This is an optimization exercise on Yosys and OpenROAD, whose aim is small area, a short achievable clock period and few clock cycles, not a production implementation.
In this exercise RTL edits were held to simulation tests only and were not proved equivalent to the original.
Power figures rest on the tool's default switching activity, not on a simulated workload.

== north ==
## LASER
module LASER (
input CLK,
input RST,
input [3:0] X,
input [3:0] Y,
output [3:0] C1X,
output [3:0] C1Y,
output [3:0] C2X,
output [3:0] C2Y,
output reg DONE);
Size in the first run: about 7000 cells after synthesis, about 950 flip-flops, ~27 I/O pins.
clock: 10.0 ns
lec_check: 0
abc_clock_period_in_ps: 4000
cap_margin: 20
core_margin: 2
core_utilization: 55
slew_margin: 20
standard.sh (not shown) runs the stock make flow with config.mk's settings and CLKGATE_MAP_FILE= SYNTH_SCRIPT=/design/flow/synth_recipe.tcl, a recipe that flattens the netlist after the stock synthesis.
==> flow/flow/run.sh <==
#!/bin/bash
# The standard layout, with timing repair aiming further below the clock period
# (the constraints are unchanged). make's full output goes to layout.log.
set -euo pipefail
bash standard.sh SETUP_SLACK_MARGIN=5.75 finish > layout.log 2>&1
north | status: complete | timing, DRC, antenna: pass
Testbench counts of north, summed over its fixed seeds: cycles 4,846.
Modified inputs, south compared to north
-- flow/design.v --
<<< north, line 87
		assign cl[gj+1] = (px[gj] & nrr[gj]) | (cl[gj] & (px[gj] ^ nrr[gj]));
	end
	assign nlo[gi] = ~on ? 4'd15 : ~cl[4] ? 4'd0 : lo;
	assign nhi[gi] = ~on ? 4'd0 : ch[4] ? 4'd15 : hi;
end
endgenerate
>>> south, line 87
		assign cl[gj+1] = (px[gj] & nrr[gj]) | (cl[gj] & (px[gj] ^ nrr[gj]));
	end
	wire [3:0] clo = ~on ? 4'd15 : ~cl[4] ? 4'd0 : lo;
	wire [3:0] chi = ~on ? 4'd0 : ch[4] ? 4'd15 : hi;
	if (gi == 0) begin : inp
		wire [3:0] qx = X;
		wire [3:0] qy = Y;
		wire q0 = (qy == 4'd0), q12 = (qy == 4'd1) | (qy == 4'd2), q3 = (qy == 4'd3), q4 = (qy == 4'd4);
		wire qon = q0 | q12 | q3 | q4;
		wire [3:0] qr = {1'b0, q0, q12 | q3, q12};
		wire [3:0] nqr = ~qr;
		wire [4:0] qch, qcl;
		wire [3:0] qlo, qhi;
		assign qch[0] = 1'b0;
		assign qcl[0] = 1'b1;
		for (gj = 0; gj < 4; gj = gj + 1) begin : qad
			assign qhi[gj] = qx[gj] ^ qr[gj] ^ qch[gj];
			assign qch[gj+1] = (qx[gj] & qr[gj]) | (qch[gj] & (qx[gj] ^ qr[gj]));
			assign qlo[gj] = qx[gj] ^ nqr[gj] ^ qcl[gj];
			assign qcl[gj+1] = (qx[gj] & nqr[gj]) | (qcl[gj] & (qx[gj] ^ nqr[gj]));
		end
		assign nlo[gi] = loading ? (~qon ? 4'd15 : ~qcl[4] ? 4'd0 : qlo) : clo;
		assign nhi[gi] = loading ? (~qon ? 4'd0 : qch[4] ? 4'd15 : qhi) : chi;
	end else begin : ring
		assign nlo[gi] = clo;
		assign nhi[gi] = chi;
	end
end
endgenerate
<<< north, line 238
				if (ld_cnt == 6'd39) begin
					ld_cnt <= 6'd0;
					state <= S_FILL;
				end
			end
>>> south, line 261
				if (ld_cnt == 6'd39) begin
					ld_cnt <= 6'd0;
					nrow <= 4'd1;
					state <= S_SCAN;
				end
			end
### Flow results
Diff north..south | final number of hold-violating endpoints | unchanged
Against north, south reports a clock power that is lower.
In the reports for north and south, the larger proportion of power drawn by the clock network belongs to south.
Changes observed in south relative to north: last weighted congestion value of the routability-driven placer did not really move; global-route wire length before repair moved up; power share of the combinational group shows a reduction of 2.9 points.
south ends up with lower met2 track demand over resource in global routing than north does.
On number of gates on the worst path with buffers counted: between north and south, it ends up lower for north.
Taking north as the reference, in south worst hold slack after final layout essentially unchanged, number of buffers created by CTS increased 1.
In terms of sequential portion of the cell area, north and south differ only marginally.
Met2 wire length | south below north
north ended up with fewer cell instances than south did.
On south: worst setup slack after layout is 0.0092 ns lower than what north gave.
Testbench counts of south, summed over its fixed seeds: cycles 4,798.


Another version of the RTL of LASER (not shown whole).
Size in the first run: about 870 flip-flops, roughly 27 I/O pins, about 63000 µm² of cells after synthesis.
## LASER
module LASER (
input CLK,
input RST,
input [3:0] X,
input [3:0] Y,
output [3:0] C1X,
output [3:0] C1Y,
output [3:0] C2X,
output [3:0] C2Y,
output reg DONE);
clock: 10.0 ns
lec_check: 0
abc_clock_period_in_ps: 4500
cap_margin: 20
core_margin: 2
core_utilization: 40
setup_slack_margin: 5
slew_margin: 20
run.sh (not shown) runs the stock make flow with config.mk's settings and CLKGATE_MAP_FILE= SYNTH_SCRIPT=/design/flow/synth_recipe.tcl, a recipe that flattens the netlist after the stock synthesis.
Stock flow here: none of the scripts above is used.
The first run finished with timing, DRC and antenna clean.
Testbench counts at the start, summed over its fixed seeds: cycles 5,140.
Then changed:
--- a/flow/design.v
+++ b/flow/design.v
@@ -47,13 +47,13 @@
 		assign in_l[gi] = labeling ? inside_b[gi-1] : rl[gi-1];
 	end
 end
 endgenerate
 wire [3:0] nlo [0:39];
 wire [3:0] nhi [0:39];
-wire gate_l = (state != S_PRE);    
+wire gate_l = (state != S_PRE) && (state != S_DRAIN2);    
 generate
 for (gi = 0; gi < 40; gi = gi + 1) begin : cls
 	wire [3:0] px = rx[(gi + 39) % 40];
 	wire [3:0] py = ry[(gi + 39) % 40];
 	wire [3:0] nr = ~nrow;
 	wire [4:0] sc;
@@ -206,21 +206,26 @@
 				row <= row + 4'd1;
 				nrow <= nrow + 4'd1;
 				if (row == 4'd15)
 					state <= S_DRAIN;
 			end
 			S_DRAIN: begin
+				nrow <= (s3_valid && take) ? s3_row : B[7:4];
 				state <= S_DRAIN2;
 			end
 			S_DRAIN2: begin
-				nrow <= (s3_valid && take) ? s3_row : B[7:4];
 				if (finish) begin
 					DONE <= 1'b1;
 					state <= S_DONE;
-				end else
+				end else if (take) begin
+					nrow <= s3_row;
 					state <= S_PRE;
+				end else begin
+					nrow <= 4'd0;
+					state <= S_LABEL;
+				end
 			end
 			S_PRE: begin
 				nrow <= 4'd0;
 				state <= S_LABEL;
 			end
 			S_LABEL: begin
Outcome: The changed run produced a clean layout; core utilization is higher by 0.24 points; final area came out higher slightly; critical path depth came out higher by 14; combinational power is lower by a quarter to a third; die area barely changes.
Testbench counts after the change, summed over its fixed seeds: cycles 5,031.

-- static timing again, ports no longer ideal --
Ports are ideal in the flow. The routed layouts listed here were re-timed in OpenROAD. Step 1 assumes that a clkbuf_16 drives the clock port and a buf_2 every other input. Step 2, shift: input delay + t, output delay - t, t = (earliest + latest rising clock arrival at the registers) / 2. This alone moves slack from input paths to output paths. Three values: ideal ports, drivers, drivers and shift; two values: the first two.
run	shift t [ns]	setup WS [ns]	hold WS [ns]	latest minus earliest clock arrival (ns)
north	0.800	5.793 / 5.793 / 5.793	0.348 / 0.348 / 0.348	0.029 / 0.030
south	0.810	5.784 / 5.784 / 5.641	0.349 / 0.349 / 0.349	0.031 / 0.030
the first run of note 2	0.804	4.971 / 4.971 / 4.971	0.349 / 0.349 / 0.349	0.042 / 0.043
the second run of note 2	0.801	4.433 / 4.433 / 4.433	0.345 / 0.345 / 0.345	0.062 / 0.063
After both steps every run listed still meets setup and hold. For south, which loses most, drivers alone change the setup slack by 0.000 ns; drivers and shift together by -0.143 ns.
